Context: an optimization exercise on an open-source flow, tuned for small area. The choices shown serve that exercise and are no tape-out recipe.
Function was checked by simulation only, so behaviour that the tests miss may differ from the original.
No activity file was given, so power comes from the tool's default toggle rates.

==> flow/design.v, too long to show whole: its modules and the start of the top module <==
// module Add: 16 lines
// module Inc: 13 lines
// module ALU: 155 lines
// module Compare: 16 lines
// module Control: 430 lines
// module CPZero: 326 lines
// module Mul2: 1197 lines
// module EXMEM_Stage: 75 lines
// module Hazard_Detection: 84 lines
// module IDEX_Stage: 117 lines
// module IFID_Stage: 24 lines
// module MemControl: 161 lines
// module MEMWB_Stage: 19 lines
// module Mux2: 7 lines
// module Mux4: 14 lines
// module RegisterFile: 30 lines
// module Register: 11 lines
// module TrapDetect: 9 lines
// module Processor: 565 lines
module Processor(
    input  clock,
    input  reset,
    input  [4:0] Interrupts,             
    input  NMI,                          
    input  [31:0] DataMem_In,
    input  DataMem_Ready,
    output DataMem_Read,
    output [3:0]  DataMem_Write,         
    output [29:0] DataMem_Address,       
    output [31:0] DataMem_Out,
    input  [31:0] InstMem_In,
    output [29:0] InstMem_Address,       
    input  InstMem_Ready,
    output InstMem_Read,
    output [7:0] IP                      
    );
  // ...
==> flow/run.sh <==
#!/bin/bash
# synth_recipe.tcl (not shown) runs the flow's synth.tcl, then flattens the netlist and writes it again
# the make line also repeats each setting of config.mk as NAME=value (left out here)
make -C /OpenROAD-flow-scripts/flow DESIGN_CONFIG=/design/flow/config.mk WORK_HOME=/design/flow/orfs CLKGATE_MAP_FILE= SYNTH_SCRIPT=/design/flow/synth_recipe.tcl finish
==> flow/config.mk <==
export PLATFORM = sky130hd
export DESIGN_NAME = Processor
export DESIGN_NICKNAME = Processor
export VERILOG_FILES = /design/flow/design.v
export SDC_FILE = /design/flow/constraint.sdc
export NUM_CORES = 8
export LEC_CHECK = 0
export CAP_MARGIN = 20
export CORE_MARGIN = 2
export CORE_UTILIZATION = 55
export SLEW_MARGIN = 20
==> flow/constraint.sdc <==
create_clock -name core_clock -period 25.0 [get_ports {clock}]
set_input_delay 5.0000 -clock core_clock [delete_from_list [all_inputs] [get_ports {clock}]]
set_output_delay 5.0000 -clock core_clock [all_outputs]
set_load 0.01 [all_outputs]
==> results.yml, run 1 <==
flow_run:
  max-cap-violations: 0
yosys:
  synth_area_um2: 112000
  synthTopCellsByArea: "edfxtp_1 (39%), fa_1 (8.3%), dfxtp_1 (7.0%), nand2_1 (3.1%), o21ai_0 (2.9%)"
  synthAdderAreaFrac: 0.104
  synth_top_family_by_area: "compound AO/OA/AOI/OAI gates"
  synth_area_per_cell_um2: 10.5
  synth_compound_area_frac: 0.197
  syn_nets: 11300
  netlist_top_cells_count: "edfxtp_1 (1467), nand2_1 (932), clkbuf_1 (757)"
  ys_ff_latch: 1860
  synth_ff_type: "edfxtp_1"
pwr:
  pwr_density_cell_nw_per_um2: 113
  swShare: 0.415
  p_clk_uw: 3100
routing:
  wl_met2_mm: 210
  viasPerCell: 7.50
final_layout:
  final_cell_mix: "edfxtp_1 (1467), nand2_1 (910), o21ai_0 (615), nor2_1 (595), a21oi_1 (592)"
  n_all_buffers: 648
  multi_input_area_share: 0.443
  seq_share: 0.416
  area_growth_pct: 11.7
floorplan:
  taps: 2672
critical_path:
  crit_path_top_delay_cell: "fa_2"
  timing.rr.end: "ALU.Multiplier.PL[48]"
  endpoint_kind: "flip-flop"
  worstReg2RegStart: "IDEX.EX_ALUOp[3]"
cts:
  clock_latency_ps: 900
  cts_buffer_depth: 3
place:
  gp_congestion: 1.06
  pre_cts_slack_ps: -462
  portBuffers: 179
sta:
  setup_violations: 0
  final.setup_skew_ps: 70.3
status:
  status: "finished clean"
==> module ALU, before the edit <==
module ALU(
    input  clock,
    input  reset,
    input  EX_Stall,
    input  EX_Flush,
    input  ph0,
    input  [31:0] A, B,
    input  [4:0]  Operation,
    input  [4:0]  Shamt,
    output reg [31:0] Result,
    output BZero,            
    output reg EXC_Ov,
    output ALU_Stall         
    );
    reg  [63:0] HILO;
    wire [31:0] HI = HILO[63:32];
    wire [31:0] LO = HILO[31:0];
    wire HILO_Commit = ~(EX_Stall | EX_Flush);
    wire op_div   = (Operation == AluOp_Div);
    wire op_divu  = (Operation == AluOp_Divu);
    wire op_mult  = (Operation == AluOp_Mult);
    wire op_multu = (Operation == AluOp_Multu);
    wire op_madd  = (Operation == AluOp_Madd);
    wire op_maddu = (Operation == AluOp_Maddu);
    wire op_msub  = (Operation == AluOp_Msub);
    wire op_msubu = (Operation == AluOp_Msubu);
    wire op_mul   = (Operation == AluOp_Mul);
    wire op_mthi  = (Operation == AluOp_Mthi);
    wire op_mtlo  = (Operation == AluOp_Mtlo);
    wire op_mfhi  = (Operation == AluOp_Mfhi);
    wire op_mflo  = (Operation == AluOp_Mflo);
    wire Mul_Op   = op_mult | op_multu | op_madd | op_maddu | op_msub | op_msubu;
    wire HILO_Access = op_div | op_divu | op_mfhi | op_mflo | Mul_Op | op_mthi | op_mtlo;
    wire AddSub_Add = (Operation == AluOp_Add) | (Operation == AluOp_Addu);
    wire [31:0] AddSub_Result;
    wire AddSub_Cout;
    Add #(.W(32)) AddSub (.A(A), .B(B ^ {32{~AddSub_Add}}), .Cin(~AddSub_Add), .S(AddSub_Result), .Cout(AddSub_Cout));
    wire Ltu = ~AddSub_Cout;
    wire Lts = (A[31] ^ B[31]) ? A[31] : AddSub_Result[31];
    wire Sh_Var   = (Operation == AluOp_Sllv) | (Operation == AluOp_Srav) | (Operation == AluOp_Srlv);
    wire Sh_Left  = (Operation == AluOp_Sll)  | (Operation == AluOp_Sllv);
    wire Sh_Arith = (Operation == AluOp_Sra)  | (Operation == AluOp_Srav);
    wire [4:0] Sh_Amt = Sh_Var ? A[4:0] : Shamt;
    reg  [31:0] Sh_In, Sh_Out;
    wire signed [32:0] Sh_Ext = {Sh_Arith & B[31], Sh_In};
    wire signed [32:0] Sh_R = Sh_Ext >>> Sh_Amt;
    integer k;
    always_comb begin
        for (k = 0; k < 32; k = k + 1) Sh_In[k]  = Sh_Left ? B[31-k]    : B[k];
        for (k = 0; k < 32; k = k + 1) Sh_Out[k] = Sh_Left ? Sh_R[31-k] : Sh_R[k];
    end
    wire Mul_Signed = op_mult | op_madd | op_msub | op_mul;
    wire Mul_Acc    = op_madd | op_maddu | op_msub | op_msubu;
    wire Mul_Sub    = op_msub | op_msubu;
    wire [63:0] Mul_Addend = (Mul_Acc & ~ph0) ? HILO : 64'd0;
    wire [63:0] Mac_Sum;
    Mul2 Multiplier (
        .clock  (clock),
        .ph0    (ph0),
        .A      ({Mul_Signed & A[31], A}),
        .B      ({Mul_Signed & B[31], B}),
        .Negate (Mul_Sub),
        .Addend (Mul_Addend),
        .Sum    (Mac_Sum)
    );
    wire [63:0] Mac_Result = Mac_Sum;
    assign BZero = (B == 32'h00000000);
    always_comb begin
        case (Operation)
            AluOp_Add   : Result = AddSub_Result;
            AluOp_Addu  : Result = AddSub_Result;
            AluOp_And   : Result = A & B;
            AluOp_Clo   : Result = {31'b0, (A == 32'h0)};                
            AluOp_Clz   : Result = (A == 32'h1) ? 32'd31 : 32'd0;       
            AluOp_Mfhi  : Result = HI;
            AluOp_Mflo  : Result = LO;
            AluOp_Mul   : Result = Mac_Sum[31:0];
            AluOp_Nor   : Result = ~(A | B);
            AluOp_Or    : Result = A | B;
            AluOp_Sll   : Result = Sh_Out;
            AluOp_Sllc  : Result = {B[15:0], 16'b0};
            AluOp_Sllv  : Result = Sh_Out;
            AluOp_Slt   : Result = {31'b0, Lts};
            AluOp_Sltu  : Result = {31'b0, Ltu};
            AluOp_Sra   : Result = Sh_Out;
            AluOp_Srav  : Result = Sh_Out;
            AluOp_Srl   : Result = Sh_Out;
            AluOp_Srlv  : Result = Sh_Out;
            AluOp_Sub   : Result = AddSub_Result;
            AluOp_Subu  : Result = AddSub_Result;
            AluOp_Xor   : Result = A ^ B;
            default     : Result = 32'h00000000;
        endcase
    end
    always_comb begin
        case (Operation)
            AluOp_Add : EXC_Ov = ((A[31] ~^ B[31]) & (A[31] ^ AddSub_Result[31]));
            AluOp_Sub : EXC_Ov = ((A[31]  ^ B[31]) & (A[31] ^ AddSub_Result[31]));
            default   : EXC_Ov = 1'b0;
        endcase
    end
    reg  div_fsm;             
    reg  div_active;          
    reg  [4:0] div_cycle;
    reg  div_neg;             
    reg  div_dneg;            
    reg  [31:0] div_denom;    
    wire Div_Start  = ~div_fsm & (op_div | op_divu) & HILO_Commit;
    wire Div_Commit = div_fsm & ~div_active;
    assign ALU_Stall = div_fsm & HILO_Access;
    wire [31:0] Neg_In  = div_fsm ? LO : A;
    wire        Neg_Do  = div_fsm ? div_neg : (op_div & A[31]);
    wire [31:0] Neg_Out;
    Inc #(.W(32)) Negator (.A(Neg_In ^ {32{Neg_Do}}), .Cin(Neg_Do), .S(Neg_Out));
    wire [31:0] Div_Diff;
    wire Div_NoBorrow;
    Add #(.W(32)) DivSub (.A({HI[30:0], LO[31]}), .B(div_denom ^ {32{~div_dneg}}), .Cin(~div_dneg), .S(Div_Diff), .Cout(Div_NoBorrow));
    wire Div_Ok = Div_NoBorrow;
    always_ff @(posedge clock) begin
        if (reset) begin
            div_fsm    <= 1'b0;
            div_active <= 1'b0;
        end
        else if (Div_Start) begin
            div_fsm    <= 1'b1;
            div_active <= 1'b1;
            div_cycle  <= 5'd31;
            div_neg    <= op_div & (A[31] ^ B[31]);
            div_dneg   <= op_div & B[31];
            div_denom  <= B;
        end
        else if (div_active) begin
            if (div_cycle == 5'd0) div_active <= 1'b0;
            div_cycle <= div_cycle - 5'd1;
        end
        else if (div_fsm) begin
            div_fsm <= 1'b0;
        end
    end
    always_ff @(posedge clock) begin
        if (reset)
            HILO <= 64'h0;
        else if (Div_Start)
            HILO <= {32'd0, Neg_Out};
        else if (div_active)
            HILO <= Div_Ok ? {Div_Diff, LO[30:0], 1'b1} : {HI[30:0], LO[31], LO[30:0], 1'b0};
        else if (Div_Commit)
            HILO <= {HI, Neg_Out};
        else if (HILO_Commit) begin
            if (Mul_Op)       HILO <= Mac_Result;
            else if (op_mthi) HILO <= {A, LO};
            else if (op_mtlo) HILO <= {HI, B};
        end
    end
endmodule
==> module MemControl, before the edit <==
module MemControl(
    input  clock,
    input  reset,
    input  [31:0] DataIn,            
    input  [31:0] Address,           
    input  [31:0] MReadData,         
    input  MemRead,                  
    input  MemWrite,                 
    input  DataMem_Ready,            
    input  Byte,                     
    input  Half,                     
    input  SignExtend,               
    input  KernelMode,               
    input  ReverseEndian,            
    input  LLSC,                     
    input  ERET,                     
    input  Left,                     
    input  Right,                    
    input  M_Exception_Stall,
    input  IF_Stall,                 
    output reg [31:0] DataOut,       
    output [31:0] MWriteData,        
    output reg [3:0] WriteEnable,    
    output ReadEnable,               
    output M_Stall,
    output EXC_AdEL,                 
    output EXC_AdES                  
    );
    wire BE = KernelMode | ~ReverseEndian;
    wire Word = ~(Half | Byte | Left | Right);
    wire EXC_KernelMem = ~KernelMode & (Address < UMem_Lower);
    wire EXC_Word = Word & (Address[1] | Address[0]);
    wire EXC_Half = Half & Address[0];    
    assign EXC_AdEL = MemRead  & (EXC_KernelMem | EXC_Word | EXC_Half);
    assign EXC_AdES = MemWrite & (EXC_KernelMem | EXC_Word | EXC_Half);
    reg  [29:0] LLSC_Address;
    reg  LLSC_Atomic;
    wire LLSC_MemWrite_Mask;
    always_ff @(posedge clock) begin
        LLSC_Address <= (MemRead & LLSC) ? Address[31:2] : LLSC_Address;
    end
    always_ff @(posedge clock) begin
        if (reset) begin
            LLSC_Atomic <= 1'b0;
        end
        else if (MemRead) begin
            LLSC_Atomic <= (LLSC) ? 1'b1 : LLSC_Atomic;
        end
        else if (ERET | (~M_Stall & ~IF_Stall & MemWrite & (Address[31:2] == LLSC_Address))) begin
            LLSC_Atomic <= 1'b0;
        end
        else begin
            LLSC_Atomic <= LLSC_Atomic;
        end
    end
    assign LLSC_MemWrite_Mask = (LLSC & MemWrite & (~LLSC_Atomic | (Address[31:2] != LLSC_Address)));
    wire WriteCondition = MemWrite & ~(EXC_KernelMem | EXC_Word | EXC_Half) & ~LLSC_MemWrite_Mask;
    wire ReadCondition  = MemRead  & ~(EXC_KernelMem | EXC_Word | EXC_Half);
    reg RW_Mask;
    always_ff @(posedge clock) begin
        RW_Mask <= (reset) ? 1'b0 : (((MemWrite | MemRead) & DataMem_Ready) ? 1'b1 : ((~M_Stall & ~IF_Stall) ? 1'b0 : RW_Mask));
    end
    assign M_Stall = ReadEnable | (WriteEnable != 4'b0000) | DataMem_Ready    | M_Exception_Stall;
    assign ReadEnable  = ReadCondition  & ~RW_Mask;
    wire Half_Access_L  = (Address[1] ^  BE);
    wire Half_Access_R  = (Address[1] ~^ BE);
    wire Byte_Access_LL = Half_Access_L & (Address[1] ~^ Address[0]);
    wire Byte_Access_LM = Half_Access_L & (Address[0] ~^ BE);
    wire Byte_Access_RM = Half_Access_R & (Address[0] ^  BE);
    wire Byte_Access_RR = Half_Access_R & (Address[1] ~^ Address[0]);
    always_comb
    begin
        if (WriteCondition & ~RW_Mask) begin
            if (Byte) begin
                WriteEnable[3] <= Byte_Access_LL;
                WriteEnable[2] <= Byte_Access_LM;
                WriteEnable[1] <= Byte_Access_RM;
                WriteEnable[0] <= Byte_Access_RR;
            end
            else if (Half) begin
                WriteEnable[3] <= Half_Access_L;
                WriteEnable[2] <= Half_Access_L;
                WriteEnable[1] <= Half_Access_R;
                WriteEnable[0] <= Half_Access_R;
            end
            else if (Left) begin
                case (Address[1:0])
                    2'b00 : WriteEnable <= (BE) ? 4'b1111 : 4'b0001;
                    2'b01 : WriteEnable <= (BE) ? 4'b0111 : 4'b0011;
                    2'b10 : WriteEnable <= (BE) ? 4'b0011 : 4'b0111;
                    2'b11 : WriteEnable <= (BE) ? 4'b0001 : 4'b1111;
                endcase
            end
            else if (Right) begin
                case (Address[1:0])
                    2'b00 : WriteEnable <= (BE) ? 4'b1000 : 4'b1111;
                    2'b01 : WriteEnable <= (BE) ? 4'b1100 : 4'b1110;
                    2'b10 : WriteEnable <= (BE) ? 4'b1110 : 4'b1100;
                    2'b11 : WriteEnable <= (BE) ? 4'b1111 : 4'b1000;
                endcase
            end
            else begin
                WriteEnable <= 4'b1111;
            end
        end
        else begin
            WriteEnable <= 4'b0000;
        end
    end
    assign MWriteData[31:24] = (Byte) ? DataIn[7:0] : ((Half) ? DataIn[15:8] : DataIn[31:24]);
    assign MWriteData[23:16] = (Byte | Half) ? DataIn[7:0] : DataIn[23:16];
    assign MWriteData[15:8]  = (Byte) ? DataIn[7:0] : DataIn[15:8];
    assign MWriteData[7:0]   = DataIn[7:0];
    always_comb
    begin
        if (Byte) begin
            if (Byte_Access_LL) begin
                DataOut <= (SignExtend & MReadData[31]) ? {24'hFFFFFF, MReadData[31:24]} : {24'h000000, MReadData[31:24]};
            end
            else if (Byte_Access_LM) begin
                DataOut <= (SignExtend & MReadData[23]) ? {24'hFFFFFF, MReadData[23:16]} : {24'h000000, MReadData[23:16]};
            end
            else if (Byte_Access_RM) begin
                DataOut <= (SignExtend & MReadData[15]) ? {24'hFFFFFF, MReadData[15:8]}  : {24'h000000, MReadData[15:8]};
            end
            else begin
                DataOut <= (SignExtend & MReadData[7])  ? {24'hFFFFFF, MReadData[7:0]}   : {24'h000000, MReadData[7:0]};
            end
        end
        else if (Half) begin
            if (Half_Access_L) begin
                DataOut <= (SignExtend & MReadData[31]) ? {16'hFFFF, MReadData[31:16]} : {16'h0000, MReadData[31:16]};
            end
            else begin
                DataOut <= (SignExtend & MReadData[15]) ? {16'hFFFF, MReadData[15:0]}  : {16'h0000, MReadData[15:0]};
            end
        end
        else if (LLSC & MemWrite) begin
            DataOut <= (LLSC_Atomic & (Address[31:2] == LLSC_Address)) ? 32'h0000_0001 : 32'h0000_0000;
        end
        else if (Left) begin
            case (Address[1:0])
                2'b00 : DataOut <= (BE) ?  MReadData                      : {MReadData[7:0],  DataIn[23:0]};
                2'b01 : DataOut <= (BE) ? {MReadData[23:0], DataIn[7:0]}  : {MReadData[15:0], DataIn[15:0]};
                2'b10 : DataOut <= (BE) ? {MReadData[15:0], DataIn[15:0]} : {MReadData[23:0], DataIn[7:0]};
                2'b11 : DataOut <= (BE) ? {MReadData[7:0],  DataIn[23:0]} :  MReadData;
            endcase
        end
        else if (Right) begin
            case (Address[1:0])
                2'b00 : DataOut <= (BE) ? {DataIn[31:8],  MReadData[31:24]} : MReadData;
                2'b01 : DataOut <= (BE) ? {DataIn[31:16], MReadData[31:16]} : {DataIn[31:24], MReadData[31:8]};
                2'b10 : DataOut <= (BE) ? {DataIn[31:24], MReadData[31:8]}  : {DataIn[31:16], MReadData[31:16]};
                2'b11 : DataOut <= (BE) ? MReadData                         : {DataIn[31:8],  MReadData[31:24]};
            endcase
        end
        else begin
            DataOut <= MReadData;
        end
    end
endmodule
==> inputs of run 2 (changes only) <==
--- a/flow/design.v
+++ b/flow/design.v
@@ -552,35 +552,31 @@
     wire [31:0] AddSub_Result;
     wire AddSub_Cout;
     Add #(.W(32)) AddSub (.A(A), .B(B ^ {32{~AddSub_Add}}), .Cin(~AddSub_Add), .S(AddSub_Result), .Cout(AddSub_Cout));
     wire Ltu = ~AddSub_Cout;
     wire Lts = (A[31] ^ B[31]) ? A[31] : AddSub_Result[31];
     wire Sh_Var   = (Operation == AluOp_Sllv) | (Operation == AluOp_Srav) | (Operation == AluOp_Srlv);
     wire Sh_Left  = (Operation == AluOp_Sll)  | (Operation == AluOp_Sllv);
     wire Sh_Arith = (Operation == AluOp_Sra)  | (Operation == AluOp_Srav);
+    wire Sh_Right = Sh_Arith | (Operation == AluOp_Srl) | (Operation == AluOp_Srlv);
+    wire Is_Shift = Sh_Left | Sh_Right;
     wire [4:0] Sh_Amt = Sh_Var ? A[4:0] : Shamt;
-    reg  [31:0] Sh_In, Sh_Out;
-    wire signed [32:0] Sh_Ext = {Sh_Arith & B[31], Sh_In};
-    wire signed [32:0] Sh_R = Sh_Ext >>> Sh_Amt;
-    integer k;
-    always_comb begin
-        for (k = 0; k < 32; k = k + 1) Sh_In[k]  = Sh_Left ? B[31-k]    : B[k];
-        for (k = 0; k < 32; k = k + 1) Sh_Out[k] = Sh_Left ? Sh_R[31-k] : Sh_R[k];
-    end
+    wire [4:0] Sh_Pow = Sh_Left ? Sh_Amt : ~Sh_Amt;
+    wire [31:0] Sh_Mult = 32'd1 << Sh_Pow;
     wire Mul_Signed = op_mult | op_madd | op_msub | op_mul;
     wire Mul_Acc    = op_madd | op_maddu | op_msub | op_msubu;
     wire Mul_Sub    = op_msub | op_msubu;
     wire [63:0] Mul_Addend = (Mul_Acc & ~ph0) ? HILO : 64'd0;
     wire [63:0] Mac_Sum;
     Mul2 Multiplier (
         .clock  (clock),
         .ph0    (ph0),
-        .A      ({Mul_Signed & A[31], A}),
-        .B      ({Mul_Signed & B[31], B}),
+        .A      (Is_Shift ? {1'b0, Sh_Mult} : {Mul_Signed & A[31], A}),
+        .B      ({(Mul_Signed | Sh_Arith) & B[31], B}),
         .Negate (Mul_Sub),
         .Addend (Mul_Addend),
         .Sum    (Mac_Sum)
     );
     wire [63:0] Mac_Result = Mac_Sum;
     assign BZero = (B == 32'h00000000);
     always_comb begin
         case (Operation)
@@ -589,25 +585,25 @@
             AluOp_And   : Result = A & B;
             AluOp_Clo   : Result = {31'b0, (A == 32'h0)};                
             AluOp_Clz   : Result = (A == 32'h1) ? 32'd31 : 32'd0;       
             AluOp_Mfhi  : Result = HI;
             AluOp_Mflo  : Result = LO;
             AluOp_Mul   : Result = Mac_Sum[31:0];
             AluOp_Nor   : Result = ~(A | B);
             AluOp_Or    : Result = A | B;
-            AluOp_Sll   : Result = Sh_Out;
+            AluOp_Sll   : Result = Mac_Sum[31:0];
             AluOp_Sllc  : Result = {B[15:0], 16'b0};
-            AluOp_Sllv  : Result = Sh_Out;
+            AluOp_Sllv  : Result = Mac_Sum[31:0];
             AluOp_Slt   : Result = {31'b0, Lts};
             AluOp_Sltu  : Result = {31'b0, Ltu};
-            AluOp_Sra   : Result = Sh_Out;
-            AluOp_Srav  : Result = Sh_Out;
-            AluOp_Srl   : Result = Sh_Out;
-            AluOp_Srlv  : Result = Sh_Out;
+            AluOp_Sra   : Result = Mac_Sum[62:31];
+            AluOp_Srav  : Result = Mac_Sum[62:31];
+            AluOp_Srl   : Result = Mac_Sum[62:31];
+            AluOp_Srlv  : Result = Mac_Sum[62:31];
             AluOp_Sub   : Result = AddSub_Result;
             AluOp_Subu  : Result = AddSub_Result;
             AluOp_Xor   : Result = A ^ B;
             default     : Result = 32'h00000000;
         endcase
     end
     always_comb begin
         case (Operation)
@@ -2623,28 +2619,27 @@
     assign fa_b[64] = t597;
     wire [32:0] lo_s;
     wire [33:0] lo_c;
     assign lo_c[0] = 1'b0;
     generate for (g = 0; g < 33; g = g + 1) begin : rlo
         assign lo_s[g] = fa_a[g] ^ fa_b[g] ^ lo_c[g];
         assign lo_c[g+1] = (fa_a[g] & fa_b[g]) | (lo_c[g] & (fa_a[g] ^ fa_b[g]));
     end endgenerate
-    wire [33:0] lo = {lo_c[33], lo_s};
-    wire [31:0] hi0, hi1;
-    wire [32:0] c0, c1;
+    wire [31:0] hi0, hi;
+    wire [32:0] c0, pa;
     assign c0[0] = 1'b0;
-    assign c1[0] = 1'b1;
-    generate for (g = 0; g < 32; g = g + 1) begin : csel
+    assign pa[0] = 1'b1;
+    generate for (g = 0; g < 32; g = g + 1) begin : rhi
         assign hi0[g] = fa_a[33+g] ^ fa_b[33+g] ^ c0[g];
         assign c0[g+1] = (fa_a[33+g] & fa_b[33+g]) | (c0[g] & (fa_a[33+g] ^ fa_b[33+g]));
-        assign hi1[g] = fa_a[33+g] ^ fa_b[33+g] ^ c1[g];
-        assign c1[g+1] = (fa_a[33+g] & fa_b[33+g]) | (c1[g] & (fa_a[33+g] ^ fa_b[33+g]));
+        assign pa[g+1] = pa[g] & hi0[g];
+        assign hi[g] = hi0[g] ^ (lo_c[33] & pa[g]);
     end endgenerate
-    wire [64:0] tot = {lo[33] ? hi1 : hi0, lo[32:0]};
+    wire [64:0] tot = {hi, lo_s};
     assign Sum = tot[63:0];
     always_ff @(posedge clock)
         if (ph0) PL <= tot[64:16];
 endmodule
 `timescale 1ns / 1ps
 module EXMEM_Stage(
     input  clock,
     input  reset,
@@ -3058,63 +3053,46 @@
         else begin
             WriteEnable <= 4'b0000;
         end
     end
     assign MWriteData[31:24] = (Byte) ? DataIn[7:0] : ((Half) ? DataIn[15:8] : DataIn[31:24]);
     assign MWriteData[23:16] = (Byte | Half) ? DataIn[7:0] : DataIn[23:16];
     assign MWriteData[15:8]  = (Byte) ? DataIn[7:0] : DataIn[15:8];
     assign MWriteData[7:0]   = DataIn[7:0];
-    always_comb
-    begin
-        if (Byte) begin
-            if (Byte_Access_LL) begin
-                DataOut <= (SignExtend & MReadData[31]) ? {24'hFFFFFF, MReadData[31:24]} : {24'h000000, MReadData[31:24]};
-            end
-            else if (Byte_Access_LM) begin
-                DataOut <= (SignExtend & MReadData[23]) ? {24'hFFFFFF, MReadData[23:16]} : {24'h000000, MReadData[23:16]};
-            end
-            else if (Byte_Access_RM) begin
-                DataOut <= (SignExtend & MReadData[15]) ? {24'hFFFFFF, MReadData[15:8]}  : {24'h000000, MReadData[15:8]};
-            end
-            else begin
-                DataOut <= (SignExtend & MReadData[7])  ? {24'hFFFFFF, MReadData[7:0]}   : {24'h000000, MReadData[7:0]};
-            end
-        end
-        else if (Half) begin
-            if (Half_Access_L) begin
-                DataOut <= (SignExtend & MReadData[31]) ? {16'hFFFF, MReadData[31:16]} : {16'h0000, MReadData[31:16]};
-            end
-            else begin
-                DataOut <= (SignExtend & MReadData[15]) ? {16'hFFFF, MReadData[15:0]}  : {16'h0000, MReadData[15:0]};
-            end
-        end
-        else if (LLSC & MemWrite) begin
-            DataOut <= (LLSC_Atomic & (Address[31:2] == LLSC_Address)) ? 32'h0000_0001 : 32'h0000_0000;
-        end
-        else if (Left) begin
-            case (Address[1:0])
-                2'b00 : DataOut <= (BE) ?  MReadData                      : {MReadData[7:0],  DataIn[23:0]};
-                2'b01 : DataOut <= (BE) ? {MReadData[23:0], DataIn[7:0]}  : {MReadData[15:0], DataIn[15:0]};
-                2'b10 : DataOut <= (BE) ? {MReadData[15:0], DataIn[15:0]} : {MReadData[23:0], DataIn[7:0]};
-                2'b11 : DataOut <= (BE) ? {MReadData[7:0],  DataIn[23:0]} :  MReadData;
-            endcase
-        end
-        else if (Right) begin
-            case (Address[1:0])
-                2'b00 : DataOut <= (BE) ? {DataIn[31:8],  MReadData[31:24]} : MReadData;
-                2'b01 : DataOut <= (BE) ? {DataIn[31:16], MReadData[31:16]} : {DataIn[31:24], MReadData[31:8]};
-                2'b10 : DataOut <= (BE) ? {DataIn[31:24], MReadData[31:8]}  : {DataIn[31:16], MReadData[31:16]};
-                2'b11 : DataOut <= (BE) ? MReadData                         : {DataIn[31:8],  MReadData[31:24]};
-            endcase
-        end
-        else begin
-            DataOut <= MReadData;
+    wire [1:0] Off = BE ? Address[1:0] : ~Address[1:0];
+    wire [7:0] MR [0:3];
+    wire [7:0] DI [0:3];
+    assign MR[0] = MReadData[31:24]; assign MR[1] = MReadData[23:16];
+    assign MR[2] = MReadData[15:8];  assign MR[3] = MReadData[7:0];
+    assign DI[0] = DataIn[31:24];    assign DI[1] = DataIn[23:16];
+    assign DI[2] = DataIn[15:8];     assign DI[3] = DataIn[7:0];
+    wire SC = LLSC & MemWrite;
+    wire SC_Ok = LLSC_Atomic & (Address[31:2] == LLSC_Address);
+    wire [7:0] ExtSrc = Byte ? MR[Off] : MR[{Off[1], 1'b0}];
+    wire Ext = SignExtend & ExtSrc[7];
+    reg  [7:0] Lane [0:3];
+    integer L;
+    always_comb begin
+        for (L = 0; L < 4; L = L + 1) begin
+            if (Byte)
+                Lane[L] = (L == 3) ? MR[Off] : {8{Ext}};
+            else if (Half)
+                Lane[L] = (L == 2) ? MR[{Off[1], 1'b0}] : ((L == 3) ? MR[{Off[1], 1'b1}] : {8{Ext}});
+            else if (SC)
+                Lane[L] = (L == 3) ? {7'b0, SC_Ok} : 8'd0;
+            else if (Left)
+                Lane[L] = (L + Off <= 3) ? MR[L + Off] : DI[L];
+            else if (Right)
+                Lane[L] = (L >= 3 - Off) ? MR[L - (3 - Off)] : DI[L];
+            else
+                Lane[L] = MR[L];
         end
     end
+    always_comb DataOut = {Lane[0], Lane[1], Lane[2], Lane[3]};
 endmodule
 `timescale 1ns / 1ps
 module MEMWB_Stage(
     input  clock,
     input  reset,
     input  M_Flush,
     input  M_Stall,
     input  WB_Stall,
==> flow/config.mk (replaced) <==
export PLATFORM = sky130hd
export DESIGN_NAME = Processor
export DESIGN_NICKNAME = Processor
export VERILOG_FILES = /design/flow/design.v
export SDC_FILE = /design/flow/constraint.sdc
export NUM_CORES = 8
export LEC_CHECK = 0
export CAP_MARGIN = 20
export CORE_MARGIN = 2
export CORE_UTILIZATION = 40
export SLEW_MARGIN = 20
==> run 2 against run 1 <==
- critical path depth fell by 18
- first-iteration DRC count fell by 12%
- via count is 7.2% lower
- sequential share of layout area is 1.1 points higher
- maximum frequency rose by 15%
- count of clock-buffer cells in the layout grew 10
- critical path type unchanged
- highest routed layer unchanged
==> results.yml, run 2 <==
status:
  status: "finished clean"
routing:
  drt_pre_antenna_iters: 8
  wl_mm: 535
  vias: 92800
  drt-initial-drc-count: 16000
  ant_nets: 0
  drc: 0
  wl_per_cell_um: 38.9
  viasPerCell: 6.75
sta:
  hold_viol_final: 0
  tightestPinTransition_ps: 1330
  setup_violations: 0
  final.setup_skew_ps: 115
  fin_hold_ws_ps: 460
  final_max_slew_viol_count: 0
  rsz0062_at_grt: "false"
  setup_tns_ps: 0
  period_needed_ps: 21200
  fin_crit_sh: 0.848
  fmax_mhz: 47.2
  slew_headroom: 0.109
yosys:
  synth_top_area_frac: 0.409
  synth_area_per_cell_um2: 10.8
  ys_seq_area_frac: 0.482
  synth_area_um2: 108000
  syn_nets: 10700
  synth_ff_type: "edfxtp_1"
  netlist_top_cells_count: "edfxtp_1 (1467), nand2_1 (919), nor2_1 (656)"
  synth_most_common_cell: "edfxtp_1"
  yosysWarnings: 16
  async_flop_share: 0
  yosys.area.top_type: "edfxtp_1"
  synthTopCellsByArea: "edfxtp_1 (41%), fa_1 (8.6%), dfxtp_1 (7.3%), nand2_1 (3.2%), a22oi_1 (2.9%)"
  synth_edf_count: 1467
  netlist_instances: 10000
  synth_cell_types: 108
  ys_ff_latch: 1860
hold_path:
  whs_path_depth: 2
  worstHoldStart: "IRead"
  hold_end: "IReadMask"
  hold_path.class: "flip-flop to flip-flop"
place:
  gp_congestion: 1.04
  placed_area_um2: 115000
  dp.cells: 13300
  portBuffers: 179
  place_hpwl_mm: 359
cts:
  cts_tree: "yes"
  cts.sinks: 1860
  path_clk_slew_ps: 60
  clock_latency_ps: 960
  cts_root_buffer: "clkbuf_16"
  cts_buffer_depth: 4
  cts_buffers: 209
  post_cts_buffers: 0
  htree_levels: 4
  hold_buffers: 0
  cts_resized: 0
critical_path:
  critical_path.max_stage_delay_ps: 750
  endpoint_kind: "flip-flop"
  crit_path_top_delay_cell: "edfxtp_1"
  worstReg2RegStart: "MEMWB.WB_RtRd[2]"
  critical_path_class: "flip-flop to flip-flop"
  cp.arrival_ps: 21910
  startpoint_type: "flip-flop"
  crit_start: "MEMWB.WB_RtRd[2]"
  timing.rr.end: "CP0.EPC[25]"
  path_max_fanout: 73
  rr_worst_depth: 61
  worstPathRequired_ps: 25720
  r2r_slack_ps: 3800
  crit_top_cell: "fa_1"
final_layout:
  nFillCells: 24500
  design_area_um2: 122000
  largest_reg_flops: 992
  regMostFlops: "RegisterFile.registers"
  fin_cells: 13700
  layout_commonest_cell: "edfxtp_1"
  reg_top3: "RegisterFile.registers (992), ALU.HILO (64), ALU.Multiplier.PL (49)"
  nets: 10700
  drive_gt1_frac: 0.104
  final_cell_mix: "edfxtp_1 (1467), nand2_1 (911), nor2_1 (634), inv_1 (535), a21oi_1 (520)"
  area_growth_pct: 13.0
global_route:
  antenna_found_initial: 61
  first_global_vias: 86700
  grt_max_degree: 175
  grt-ovfl-total: 0
  grt_use_total: 0.382
  grt_pass1_wl_mm: 726
floorplan:
  coreArea_um2: 268000
  dieHeight_um: 523
  num_rows: 190
  die_area_um2: 273000
  dieWidth_um: 523
  pin_count: 180
  initial_core_util: 0.402
pwr:
  finalPower_uw: 18300
  peakVddDrop_v: 0.000758
  pwr_density_cell_nw_per_um2: 150
  leakagePower_uw: 0.0438
flow_run:
  max-cap-violations: 0
## run 2: changes by cell type after synthesis, sizes merged, moves of 58 or more
cell and delta:
a21oi -69, a311oi -58, clkbuf -129, mux2 -64, o211ai -72, o21ai -255, xnor2 -69, xor2 +123
## run 2: metrics by stage
step	worst slack, ps	utilization
final	3800	0.454
after global routing	3150	0.454
after CTS	3960	0.453
after detailed placement	4060	0.428
after global placement	4280	0.428
after floorplan	5120	-
## run 2: critical path: cells and delay by family, from the launching register on
kind,cells,cell delay [ps]
adders and majority gates,31,12430
buffers and inverters,9,2640
AOI/OAI and AO/OA,10,2490
and+or+nand+nor,10,2310
DFF,1,750
muxes,1,190
## run 2: kinds of logic (layout without fill, tap and decap cells)
| family | count (synthesis) | count (layout) | share of synthesized area |
|---|---|---|---|
| AOI/OAI and AO/OA | 2736 | 2736 | 0.173 |
| xor gates and xnor gates | 595 | 595 | 0.0484 |
| adders and majority gates | 644 | 644 | 0.107 |
| buffers and inverters | 1410 | 1566 | 0.0534 |
| DFF | 1860 | 1860 | 0.482 |
| muxes | 310 | 310 | 0.0293 |
| other | 0 | 27 | 0 |
| and+or+nand+nor | 2453 | 2453 | 0.106 |
## run 2: report_power, final
part	switching (uW)	leakage, uW	internal [uW]
clock	1350	0.00328	1780
combinational	7830	0.0227	3290
sequential	73.8	0.0178	3940
## run 2: cell type report
cell class	count	area [um^2]	area share
antenna	27	67.6	0.000555
sequential	1860	51900	0.427
tap	3552	4440	0.0365
multi-input combinational	6738	51100	0.420
timing repair buffer	645	5350	0.0440
inverter	544	2050	0.0169
clock buffer	270	5650	0.0464
clock inverter	107	1050	0.00861
## run 2: worst max-delay path by stage
stage	endpoint	slack (ps)	cells past startpoint
2_1_floorplan	EXMEM.M_ALU_Result[0]	5120	52
3_3_place_gp	CP0.EPC[25]	4280	61
3_5_place_dp	CP0.EPC[25]	4060	61
4_1_cts	CP0.EPC[25]	3960	61
5_1_grt	CP0.EPC[30]	3150	60
6_report	CP0.EPC[25]	3800	61
## run 2: metal layers
layer,part of all wire,GRT usage,up-vias
li1,-,-,36800
met1,0.36,0.488,46100
met2,0.41,0.545,7953
met3,0.14,0.125,1868
met4,0.087,0.266,42
met5,0.00067,0,-
==> inputs of run 3 (changes only) <==
--- a/flow/config.mk
+++ b/flow/config.mk
@@ -8,4 +8,5 @@
 export CAP_MARGIN = 20
 export CORE_MARGIN = 2
-export CORE_UTILIZATION = 40
+export CORE_UTILIZATION = 55
+export CTS_BUF_LIST = sky130_fd_sc_hd__clkbuf_4
 export SLEW_MARGIN = 20
==> run 3 against run 2 <==
- power fell by 0.26%
- core utilization up 16 points
- count of clock-buffer cells in the layout increased by 522
- cell count decreased by 2.7%
- still clean on timing, DRC and antenna
- synthesized cell count unchanged
- routed wire length shrank 3.5%
- sequential power barely moved
- synthesized area unchanged
- die area is 27% lower
==> results.yml, run 3 <==
status:
  status: "finished clean"
yosys:
  synth_cell_types: 108
  netlist_instances: 10000
  synthTopCellsByArea: "edfxtp_1 (41%), fa_1 (8.6%), dfxtp_1 (7.3%), nand2_1 (3.2%), a22oi_1 (2.9%)"
  synthAdderAreaFrac: 0.107
  yosys.area.top_type: "edfxtp_1"
  synth_area_um2: 108000
  synth_xor_area_frac: 0.0484
  ys_seq_area_frac: 0.482
  synth_edf_count: 1467
  synthMuxAreaShare: 0.0293
  synth_ff_type: "edfxtp_1"
  async_flop_share: 0
  synth_compound_area_frac: 0.173
  synth_area_per_cell_um2: 10.8
  synth_most_common_cell: "edfxtp_1"
  ys_ff_latch: 1860
  syn_nets: 10700
  synth_top_area_frac: 0.409
  synth_top_family_by_area: "compound AO/OA/AOI/OAI gates"
  netlist_top_cells_count: "edfxtp_1 (1467), nand2_1 (919), nor2_1 (656)"
  synth-simple-area-share: 0.106
  yosysWarnings: 16
global_route:
  busiest_layer: "met2"
  grt-ovfl-total: 0
  first_global_vias: 90500
  antenna_found_initial: 51
  use_met1: 0.637
  grt_use_total: 0.507
  grt_max_degree: 115
  grt_pass1_wl_mm: 705
  gr-usage-met3: 0.228
  grtUsageMet2: 0.695
final_layout:
  largest_reg_flops: 992
  fin_cells: 13400
  reg_top3: "RegisterFile.registers (992), ALU.HILO (64), ALU.Multiplier.PL (49)"
  final_cell_mix: "edfxtp_1 (1467), nand2_1 (912), clkbuf_4 (792), nor2_1 (634), inv_1 (535)"
  layout_commonest_cell: "edfxtp_1"
  drive_gt1_frac: 0.149
  regMostFlops: "RegisterFile.registers"
  area_growth_pct: 12.0
  nets: 11100
  nFillCells: 16200
hold_path:
  whs_path_depth: 2
  hold_path.class: "flip-flop to flip-flop"
cts:
  cts.sinks: 1860
  hold_buffers: 0
  clock_latency_ps: 1470
  cts_root_buffer: "clkbuf_4"
  cts_buffers: 530
  cts_buffer_depth: 4
  cts_resized: 0
  path_clk_slew_ps: 70
  cts_tree: "yes"
  post_cts_buffers: 0
  htree_levels: 6
place:
  portBuffers: 179
  dp.cells: 12400
  gp_congestion: 1.08
  place_hpwl_mm: 343
floorplan:
  pin_count: 180
  die_area_um2: 199000
  num_rows: 162
  dieHeight_um: 446
  initial_core_util: 0.553
  dieWidth_um: 446
  coreArea_um2: 195000
sta:
  final_max_slew_viol_count: 0
  hold_viol_final: 0
  slew_headroom: 0.0334
  setup_violations: 0
  period_needed_ps: 22290
  fmax_mhz: 44.9
  setup_tns_ps: 0
  rsz0062_at_grt: "false"
  fin_crit_sh: 0.891
  final.setup_skew_ps: 151
  tightestPinTransition_ps: 1450
critical_path:
  critical_path.max_stage_delay_ps: 910
  crit_top_cell: "fa_1"
  worstPathRequired_ps: 26300
  rr_worst_depth: 57
  cp.arrival_ps: 23590
  critical_path_class: "flip-flop to flip-flop"
  path_max_fanout: 53
  startpoint_type: "flip-flop"
  endpoint_kind: "flip-flop"
  crit_path_top_delay_cell: "o21ai_1"
routing:
  drt-initial-drc-count: 17700
  drc: 0
  drt_pre_antenna_iters: 17
  viasPerCell: 7.23
  wl_per_cell_um: 38.6
  ant_nets: 0
  vias: 96700
  wl_mm: 516
pwr:
  pwr_density_cell_nw_per_um2: 151
  leakagePower_uw: 0.0445
  peakVddDrop_v: 0.000721
flow_run:
  max-cap-violations: 0
-- run 3: cell counts after synthesis --
Identical to the previous run, type by type.
-- run 3: power breakdown --
part	switching (uW)	leakage, uW	total [uW]	internal (uW)
combinational	7810	0.0228	11300	3460
clock	1410	0.00396	2920	1510
sequential	74.2	0.0178	4020	3940
total	9290	0.0445	18200	8910
-- run 3: final timing paths --
kind	end	slack [ps]	start
hold reg to reg	EXMEM.M_Right	420	IDEX.EX_Right
setup / recovery	PC.Q[21]	2710	MEMWB.WB_RtRd[2]
setup reg to reg	PC.Q[21]	2710	MEMWB.WB_RtRd[2]
hold / removal	EXMEM.M_Right	420	IDEX.EX_Right
-- run 3: kinds of logic (layout without fill, tap and decap cells) --
| logic type | count (synthesis) | in the layout |
|---|---|---|
| xor+xnor | 595 | 595 |
| mux | 310 | 310 |
| flops | 1860 | 1860 |
| simple gates | 2453 | 2453 |
| fa+ha+maj | 644 | 644 |
| buf+inv | 1410 | 2113 |
| compound gates | 2736 | 2736 |
| other cells | 0 | 41 |
-- run 3: area by class of cell --
type	instances	area [um^2]	area share
flip-flops and latches	1860	51900	0.431
multi-input cells	6738	51100	0.424
clock buffers	792	5950	0.0493
repair buffers	658	5440	0.0451
well taps	2624	3280	0.0272
inverters	544	2050	0.0170
clock inverters	119	646	0.00536
diodes	41	103	0.000851
-- run 3: through the flow --
stage                     setup WS [ps]  hold WS, ps  power [uW]  utilization  cell area [um^2]
after global routing               2200          429       18800        0.618            120000
after floorplan                    5120          421        9660            -            108000
after detailed placement           2940          448       14800        0.583            114000
final                              2710          417       18200        0.619            121000
after global placement             3360          438       14600        0.583            114000
after CTS                          2890          423       17700        0.617            120000
-- run 3: critical path, delay by kind of cell, from the launching register on --
kind                       cells  cell delay (ps)
and+or+nand+nor                9             4030
adders and majority gates     31            12260
muxes                          1              190
AOI/OAI and AO/OA              7             2610
DFF                            1              730
buffers and inverters          8             2060
xor gates and xnor gates       1              230
-- run 3: metal layers --
metal	routed length [um]	vias up
met5	853	-
met4	46400	44
met3	88300	2423
met2	205000	9351
met1	175000	47000
li1	-	37800

## re-timing with driven ports
No port has a modelled driver above. Below, the same layouts with a new extraction and two added sets of constraints. Step 1, drivers: a clkbuf_16 drives clock and a buf_2 each remaining input, both assumed. Step 2 also shifts input and output timing later by t, the mid clock arrival at the registers, as if the neighbouring blocks saw the same clock. a / b / c = ideal / step 1 / step 2; a / b = the first two.
| run | shift t [ns] | setup slack, ns | hold slack, ns |
|---|---|---|---|
| run 1 | 0.972 | 0.705 / 0.705 / 0.705 | 0.458 / 0.458 / 0.458 |
| run 2 | 0.998 | 3.803 / 3.803 / 3.803 | 0.460 / 0.460 / 0.460 |
| run 3 | 1.493 | 2.714 / 2.714 / 2.714 | 0.417 / 0.417 / 0.417 |
After both steps setup and hold are still met in every run listed.
